This design comes from an exercise in tuning for small area and a short achievable clock period on the open sky130 flow, not from production work.
Where RTL was checked, it was by simulation tests only, not by an equivalence proof against the original.
Power figures rest on the tool's default switching activity, not on a simulated workload.

==> run a <==
==> flow/design.v <==
module process(opcode,data,clk,rst,fout);
input [9:0]opcode;
input [4:0]data;
input clk,rst;
output [7:0]fout;
reg [3:0] fc;
reg sd, sh;
reg [2:0] d;
reg [7:0] qa;
reg [7:0] A, O, B;
reg [7:0] R1, R2, R3, R4;
reg [7:1] a3;       
reg [1:0] dq;       
reg [2:0] dm;       
wire [3:0] op = opcode[9:6];
wire [2:0] so = opcode[5:3];
wire [7:0] r1n = (d == 3'd0) ? 8'b0 : (d == 3'd1) ? B : R1;
wire [7:0] an = sd ? {3'b000, data} : sh ? A : qa;
function [3:0] dstep;  
  input [2:0] m; input aj; input [3:0] D;
  reg q, b0, b1; reg [2:0] s;
  begin
    q = (m > D[3:1]) | ((m == D[3:1]) & (aj | ~D[0]));
    b0 = ~aj & D[0];
    b1 = (~m[0] & D[1]) | (~m[0] & b0) | (D[1] & b0);
    s = {m[1] ^ D[2] ^ b1, m[0] ^ D[1] ^ b0, aj ^ D[0]};
    dstep = {q, q ? s : {m[1:0], aj}};
  end
endfunction
wire [3:0] n4 = dstep(r1n[7:5], r1n[4], an[3:0]);
wire [3:0] n3 = dstep(n4[2:0], r1n[3], an[3:0]);
always @(posedge clk) begin
  if (op <= 4'd12) fc <= op;
  sd <= (so == 3'd5);
  sh <= so[2] & so[1];
  d  <= opcode[2:0];
  if (rst) qa <= 8'b0;
  else case (so)
    3'd1: qa <= R1;
    3'd2: qa <= R2;
    3'd3: qa <= R3;
    3'd4: qa <= R4;
    default: qa <= 8'b0;
  endcase
  A <= an;
  B <= O;
  case (d)
    3'd0: begin R1 <= 8'b0; R2 <= 8'b0; R3 <= 8'b0; R4 <= 8'b0; end
    3'd1: R1 <= B;
    3'd2: R2 <= B;
    3'd3: R3 <= B;
    3'd4: R4 <= B;
    default: ;
  endcase
  a3 <= r1n[7:1] + r1n[6:0];
  dq <= {n4[3], n3[3]};
  dm <= n3[2:0];
end
wire [7:0] a = R1;
wire [7:0] b = A;
wire [3:0] s2 = dstep(dm, a[2], b[3:0]);
wire [3:0] s1 = dstep(s2[2:0], a[1], b[3:0]);
wire [3:0] s0 = dstep(s1[2:0], a[0], b[3:0]);
wire [4:0] q = {dq, s2[3], s1[3], s0[3]};
wire [7:0] m3 = {a3, a[0]};
function [7:0] pp;
  input [1:0] dg; input [7:0] x, x3;
  case (dg)
    2'd0: pp = 8'b0;
    2'd1: pp = x;
    2'd2: pp = {x[6:0], 1'b0};
    default: pp = x3;
  endcase
endfunction
wire [7:0] p0 = pp(b[1:0], a, m3);
wire [7:0] p1 = pp(b[3:2], a, m3);
wire [7:0] p2 = pp(b[5:4], a, m3);
wire [7:0] p3 = pp(b[7:6], a, m3);
wire [7:0] prod = p0 + {p1[5:0], 2'b0} + {p2[3:0], 4'b0} + {p3[1:0], 6'b0};
reg [7:0] y;
always @* begin
  case (fc)
    4'd1: y = a + b;
    4'd2: y = a - b;
    4'd3: y = prod;
    4'd4: y = {3'b000, q};
    4'd5: y = ~a;
    4'd6: y = a & b;
    4'd7: y = a | b;
    4'd8: y = a ^ b;
    4'd9: y = {b[6:0], 1'b0};
    4'd10: y = {1'b0, b[7:1]};
    4'd11: y = {b[0], b[7:1]};
    4'd12: y = {b[6:0], b[7]};
    default: y = 8'b0;
  endcase
end
always @(posedge clk) O <= y;
assign fout = O;
endmodule
==> flow/flow/run.sh <==
#!/bin/bash
# Standard layout, but without mapping adders to the slow fa/ha cells, so
# abc can restructure the arithmetic for speed.
set -euo pipefail
bash standard.sh ADDER_MAP_FILE= finish > standard.log 2>&1
==> flow/standard.sh <==
#!/bin/bash
# synth_recipe.tcl (not shown) runs the flow's synth.tcl, then flattens the netlist and writes it again
# the make line also repeats each setting of config.mk as NAME=value (left out here)
make -C /OpenROAD-flow-scripts/flow DESIGN_CONFIG=/design/flow/config.mk WORK_HOME=/design/flow/orfs CLKGATE_MAP_FILE= SYNTH_SCRIPT=/design/flow/synth_recipe.tcl "${@:-finish}"
==> flow/config.mk <==
export PLATFORM = sky130hd
export DESIGN_NAME = process
export DESIGN_NICKNAME = process
export VERILOG_FILES = /design/flow/design.v
export SDC_FILE = /design/flow/constraint.sdc
export NUM_CORES = 4
export LEC_CHECK = 0
export CAP_MARGIN = 20
export CORE_MARGIN = 2
export CORE_UTILIZATION = 40
export SETUP_SLACK_MARGIN = 4
export SLEW_MARGIN = 20
==> flow/constraint.sdc <==
create_clock -name core_clock -period 7.5 [get_ports {clk}]
set_input_delay 1.5000 -clock core_clock [delete_from_list [all_inputs] [get_ports {clk}]]
set_output_delay 1.5000 -clock core_clock [all_outputs]
set_load 0.01 [all_outputs]
==> run b: changes against run a <==
==> flow/design.v (replaced) <==
module process(opcode,data,clk,rst,fout);
input [9:0]opcode;
input [4:0]data;
input clk,rst;
output [7:0]fout;
reg [3:0] fc;
reg sd, sh;
reg [2:0] d;
reg [7:0] qa;
reg [7:0] A, O, B;
reg [7:0] R1, R2, R3, R4;
reg dq;             
reg [2:0] dm;       
wire [3:0] op = opcode[9:6];
wire [2:0] so = opcode[5:3];
wire [7:0] r1n = (d == 3'd0) ? 8'b0 : (d == 3'd1) ? B : R1;
wire [7:0] an = sd ? {3'b000, data} : sh ? A : qa;
function [3:0] dstep;  
  input [2:0] m; input aj; input [3:0] D;
  reg q, b0, b1; reg [2:0] s;
  begin
    q = (m > D[3:1]) | ((m == D[3:1]) & (aj | ~D[0]));
    b0 = ~aj & D[0];
    b1 = (~m[0] & D[1]) | (~m[0] & b0) | (D[1] & b0);
    s = {m[1] ^ D[2] ^ b1, m[0] ^ D[1] ^ b0, aj ^ D[0]};
    dstep = {q, q ? s : {m[1:0], aj}};
  end
endfunction
wire [3:0] dn = an[3:0];
wire nq4 = (r1n[7:4] >= dn);
wire [2:0] nm4 = nq4 ? r1n[6:4] - dn[2:0] : r1n[6:4];
always @(posedge clk) begin
  case (op)
    4'd0:  fc <= 4'b0010;
    4'd1:  fc <= 4'b0000;
    4'd2:  fc <= 4'b0001;
    4'd3:  fc <= 4'b0100;
    4'd4:  fc <= 4'b0101;
    4'd5:  fc <= 4'b1000;
    4'd6:  fc <= 4'b1001;
    4'd7:  fc <= 4'b1010;
    4'd8:  fc <= 4'b1011;
    4'd9:  fc <= 4'b1100;
    4'd10: fc <= 4'b1101;
    4'd11: fc <= 4'b1111;
    4'd12: fc <= 4'b1110;
    default: ;
  endcase
  sd <= (so == 3'd5);
  sh <= so[2] & so[1];
  d  <= opcode[2:0];
  if (rst) qa <= 8'b0;
  else case (so)
    3'd1: qa <= R1;
    3'd2: qa <= R2;
    3'd3: qa <= R3;
    3'd4: qa <= R4;
    default: qa <= 8'b0;
  endcase
  A <= an;
  B <= O;
  case (d)
    3'd0: begin R1 <= 8'b0; R2 <= 8'b0; R3 <= 8'b0; R4 <= 8'b0; end
    3'd1: R1 <= B;
    3'd2: R2 <= B;
    3'd3: R3 <= B;
    3'd4: R4 <= B;
    default: ;
  endcase
  dq <= nq4;
  dm <= nm4;
end
wire [7:0] a = R1;
wire [7:0] b = A;
wire [3:0] db = b[3:0];
wire [3:0] v3 = {dm, a[3]};
wire [3:0] v2 = {dm[1:0], a[3:2]};
wire [3:0] v1 = {dm[0], a[3:1]};
wire [3:0] v0 = a[3:0];
wire [3:0] dx1 = {db[2:0], 1'b0};    
wire [3:0] dx2 = {db[1:0], 2'b0};
wire [3:0] dx4 = {db[0], 3'b0};
wire [3:0] dx3 = dx2 + dx1;
wire [3:0] dx5 = dx4 + dx1;
wire [3:0] dx6 = dx4 + dx2;
wire [3:0] dx7 = 4'd0 - dx1;
wire q3 = (v3 >= db);
wire c2a = (v2 >= db), c2b = (v2 - dx1 >= db);
wire q2 = q3 ? c2b : c2a;
wire c1a = (v1 >= db), c1b = (v1 - dx1 >= db), c1c = (v1 - dx2 >= db), c1d = (v1 - dx3 >= db);
wire q1 = q2 ? (q3 ? c1d : c1b) : (q3 ? c1c : c1a);
wire [7:0] c0 = {v0 - dx7 >= db, v0 - dx6 >= db, v0 - dx5 >= db, v0 - dx4 >= db,
                 v0 - dx3 >= db, v0 - dx2 >= db, v0 - dx1 >= db, v0 >= db};
wire q0 = c0[{q3, q2, q1}];
wire [4:0] q = {dq, q3, q2, q1, q0};
wire [7:0] prod = a * b;
wire [7:0] bx = b ^ {8{fc[0]}};
wire [7:0] sum = a + bx + {7'b0, fc[0]};
reg [7:0] lg, sh8, y;
always @* begin
  case (fc[1:0])
    2'd0: lg = ~a;
    2'd1: lg = a & b;
    2'd2: lg = a | b;
    default: lg = a ^ b;
  endcase
  case (fc[1:0])
    2'd0: sh8 = {b[6:0], 1'b0};
    2'd1: sh8 = {1'b0, b[7:1]};
    2'd2: sh8 = {b[6:0], b[7]};
    default: sh8 = {b[0], b[7:1]};
  endcase
  case (fc[3:2])
    2'd0: y = fc[1] ? 8'b0 : sum;
    2'd1: y = fc[0] ? {3'b000, q} : prod;
    2'd2: y = lg;
    default: y = sh8;
  endcase
end
always @(posedge clk) O <= y;
assign fout = O;
endmodule
==> flow/flow/run.sh (replaced) <==
#!/bin/bash
# Standard layout with two changes to how it is made:
# - adders are not mapped to the slow fa/ha cells, so abc can restructure
#   the arithmetic for speed;
# - the port buffers are plain buf_2 cells instead of the delay cells that
#   buffer_ports picks on its own.
set -euo pipefail
bash standard.sh ADDER_MAP_FILE= "BUFFER_PORTS_ARGS=-buffer_cell sky130_fd_sc_hd__buf_2" finish > standard.log 2>&1
--- a/flow/config.mk
+++ b/flow/config.mk
@@ -5,8 +5,10 @@
 export SDC_FILE = /design/flow/constraint.sdc
 export NUM_CORES = 4
 export LEC_CHECK = 0
+export ABC_AREA = 1
 export CAP_MARGIN = 20
 export CORE_MARGIN = 2
-export CORE_UTILIZATION = 40
-export SETUP_SLACK_MARGIN = 4
+export CORE_UTILIZATION = 65
+export CTS_BUF_LIST = sky130_fd_sc_hd__clkbuf_4 sky130_fd_sc_hd__clkbuf_8
+export SETUP_SLACK_MARGIN = 4.5
 export SLEW_MARGIN = 20
==> run c: changes against run a <==
==> flow/design.v (replaced) <==
module process(opcode,data,clk,rst,fout);
input [9:0]opcode;
input [4:0]data;
input clk,rst;
output [7:0]fout;
reg [3:0] fc;
reg sd, sh;
reg [2:0] d;
reg [7:0] qa;
reg [7:0] A, O, B;
reg [7:0] R1, R2, R3, R4;
reg dq;             
reg [2:0] dm;       
wire [3:0] op = opcode[9:6];
wire [2:0] so = opcode[5:3];
wire [7:0] r1n = (d == 3'd0) ? 8'b0 : (d == 3'd1) ? B : R1;
wire [7:0] an = sd ? {3'b000, data} : sh ? A : qa;
wire [3:0] dn = an[3:0];
wire nq4 = (r1n[7:4] >= dn);
wire [2:0] nm4 = nq4 ? r1n[6:4] - dn[2:0] : r1n[6:4];
always @(posedge clk) begin
  case (op)
    4'd0:  fc <= 4'b0010;
    4'd1:  fc <= 4'b0000;
    4'd2:  fc <= 4'b0001;
    4'd3:  fc <= 4'b0100;
    4'd4:  fc <= 4'b0101;
    4'd5:  fc <= 4'b1000;
    4'd6:  fc <= 4'b1001;
    4'd7:  fc <= 4'b1010;
    4'd8:  fc <= 4'b1011;
    4'd9:  fc <= 4'b1100;
    4'd10: fc <= 4'b1101;
    4'd11: fc <= 4'b1111;
    4'd12: fc <= 4'b1110;
    default: ;
  endcase
  sd <= (so == 3'd5);
  sh <= so[2] & so[1];
  d  <= opcode[2:0];
  if (rst) qa <= 8'b0;
  else case (so)
    3'd1: qa <= R1;
    3'd2: qa <= R2;
    3'd3: qa <= R3;
    3'd4: qa <= R4;
    default: qa <= 8'b0;
  endcase
  A <= an;
  B <= O;
  case (d)
    3'd0: begin R1 <= 8'b0; R2 <= 8'b0; R3 <= 8'b0; R4 <= 8'b0; end
    3'd1: R1 <= B;
    3'd2: R2 <= B;
    3'd3: R3 <= B;
    3'd4: R4 <= B;
    default: ;
  endcase
  dq <= nq4;
  dm <= nm4;
end
wire [7:0] a = R1;
wire [7:0] b = A;
wire [3:0] db = b[3:0];
wire [3:0] v3 = {dm, a[3]};
wire [3:0] v2 = {dm[1:0], a[3:2]};
wire [3:0] v1 = {dm[0], a[3:1]};
wire [3:0] v0 = a[3:0];
wire [3:0] dx1 = {db[2:0], 1'b0};    
wire [3:0] dx2 = {db[1:0], 2'b0};
wire [3:0] dx4 = {db[0], 3'b0};
wire [3:0] dx3 = dx2 + dx1;
wire [3:0] dx5 = dx4 + dx1;
wire [3:0] dx6 = dx4 + dx2;
wire [3:0] dx7 = 4'd0 - dx1;
wire q3 = (v3 >= db);
wire c2a = (v2 >= db), c2b = (v2 - dx1 >= db);
wire q2 = q3 ? c2b : c2a;
wire c1a = (v1 >= db), c1b = (v1 - dx1 >= db), c1c = (v1 - dx2 >= db), c1d = (v1 - dx3 >= db);
wire q1 = q2 ? (q3 ? c1d : c1b) : (q3 ? c1c : c1a);
wire [7:0] c0 = {v0 - dx7 >= db, v0 - dx6 >= db, v0 - dx5 >= db, v0 - dx4 >= db,
                 v0 - dx3 >= db, v0 - dx2 >= db, v0 - dx1 >= db, v0 >= db};
wire q0 = c0[{q3, q2, q1}];
wire [4:0] q = {dq, q3, q2, q1, q0};
wire [7:0] prod = a * b;
wire [7:0] bx = b ^ {8{fc[0]}};
wire [7:0] sum = a + bx + {7'b0, fc[0]};
reg [7:0] lg, sh8, y;
always @* begin
  case (fc[1:0])
    2'd0: lg = ~a;
    2'd1: lg = a & b;
    2'd2: lg = a | b;
    default: lg = a ^ b;
  endcase
  case (fc[1:0])
    2'd0: sh8 = {b[6:0], 1'b0};
    2'd1: sh8 = {1'b0, b[7:1]};
    2'd2: sh8 = {b[6:0], b[7]};
    default: sh8 = {b[0], b[7:1]};
  endcase
  case (fc[3:2])
    2'd0: y = fc[1] ? 8'b0 : sum;
    2'd1: y = fc[0] ? {3'b000, q} : prod;
    2'd2: y = lg;
    default: y = sh8;
  endcase
end
always @(posedge clk) O <= y;
assign fout = O;
endmodule
==> flow/flow/run.sh (replaced) <==
#!/bin/bash
# Standard layout with three changes to how it is made:
# - adders are not mapped to the slow fa/ha cells, so abc can restructure
#   the arithmetic for speed;
# - the port buffers are plain buf_2 cells instead of the delay cells that
#   buffer_ports picks on its own;
# - timing repair does not clone gates.
set -euo pipefail
bash standard.sh ADDER_MAP_FILE= "BUFFER_PORTS_ARGS=-buffer_cell sky130_fd_sc_hd__buf_2" SKIP_GATE_CLONING=1 finish > standard.log 2>&1
--- a/flow/config.mk
+++ b/flow/config.mk
@@ -5,8 +5,10 @@
 export SDC_FILE = /design/flow/constraint.sdc
 export NUM_CORES = 4
 export LEC_CHECK = 0
+export ABC_AREA = 1
 export CAP_MARGIN = 20
 export CORE_MARGIN = 2
-export CORE_UTILIZATION = 40
-export SETUP_SLACK_MARGIN = 4
+export CORE_UTILIZATION = 65
+export CTS_BUF_LIST = sky130_fd_sc_hd__clkbuf_4 sky130_fd_sc_hd__clkbuf_8
+export SETUP_SLACK_MARGIN = 4.8
 export SLEW_MARGIN = 20
==> notes <==
- Clock power: run b < run c < run a.
- Between run c and run a, the lower non-clock buffer count is in run c (gap 20).
- Critical path depth: run c is lower than run b (9).
- The highest via count belongs to run c, the lowest to run a.
- Worst setup slack: run a < run b < run c.
- The highest global-route usage belongs to run c, the lowest to run a.
- First-iteration DRC count, lowest first: run b, run a, run c.
- Clock skew: run c > run b > run a.
- In run b the final area is lower than in run a, by about 9%.
==> figures <==
Outcome: run b no timing/DRC/antenna violations; run c no timing/DRC/antenna violations; run a no timing/DRC/antenna violations
Aggregate routed wire length: run b 15.85 mm; run c 15.98 mm; run a 15.99 mm
Number of nets in the synthesized netlist: run b 881; run c 881; run a 642
Switch share: run b 38.90%; run c 37.36%; run a 30.71%
Routed length on met2: run b 7.592 mm; run c 7.756 mm; run a 7.493 mm
Post-synthesis share of cell area spent on xor and xnor gates: run b 3.652%; run c 3.652%; run a 8.694%
Routed length per instance: run b 15.88 um; run c 15.78 um; run a 18.90 um
Synthesized netlist cell count: run b 864; run c 864; run a 625
Overall fraction of global-route tracks in use: run b 33.59%; run c 34.19%; run a 21.25%
Die X-Extent: run b 97.26 um; run c 97.26 um; run a 122.5 um
Adder and majority gate portion of the synthesized area: run b 0.9075%; run c 0.9075%; run a 1.850%
Mux share of post-synthesis cell area: run b 0%; run c 0%; run a 5.439%
Wire length on met3: run b 1.210 mm; run c 1.396 mm; run a 917 um
Number of sequential cells in the layout: run b 77; run c 77; run a 85
Largest net degree at the start of global routing: run b 20; run c 20; run a 32
Count of cells resized by post-cts repair: run b 1; run c 6; run a 13
Core area: run b 0.008593 mm^2; run c 0.008593 mm^2; run a 0.01377 mm^2
Met3 Resource Use GR: run b 6.043%; run c 6.619%; run a 3.532%
Stages on the worst setup path: run b 17; run c 8; run a 11
Transition time at the pin with the least slew margin: run b 1118 ps; run c 1108 ps; run a 932.4 ps
The RTL of run a was laid out without a check of its function.

[static timing again, ports no longer ideal]
The flow's constraints put no driver on any port. The routed layouts listed below were extracted and timed again, unchanged, in two steps.
Step 1 assumes that a clkbuf_16 drives the clock port and a buf_2 every other input.
Step 2 adds t to the input delays and takes it off the output delays; t is the mean of the earliest and latest rising clock arrival at the registers after step 1. Input paths then give back, and output paths get back, about the clock's delay inside the block.
a / b / c = ideal ports / drivers / drivers and shift; a / b = the first two.
| run | t (ns) | slack for setup (ns) | worst register clock-pin slew, ns |
|---|---|---|---|
| run a | 0.379 | 4.074 / 4.094 / 3.715 | 0.07 / 0.07 |
| run b | 0.381 | 4.646 / 4.646 / 4.489 | 0.09 / 0.09 |
| run c | 0.380 | 4.966 / 4.972 / 4.592 | 0.08 / 0.08 |
After both steps setup and hold are still met in every run listed. For run c, which loses most, drivers alone change the setup slack by +0.006 ns; drivers and shift together by -0.374 ns.
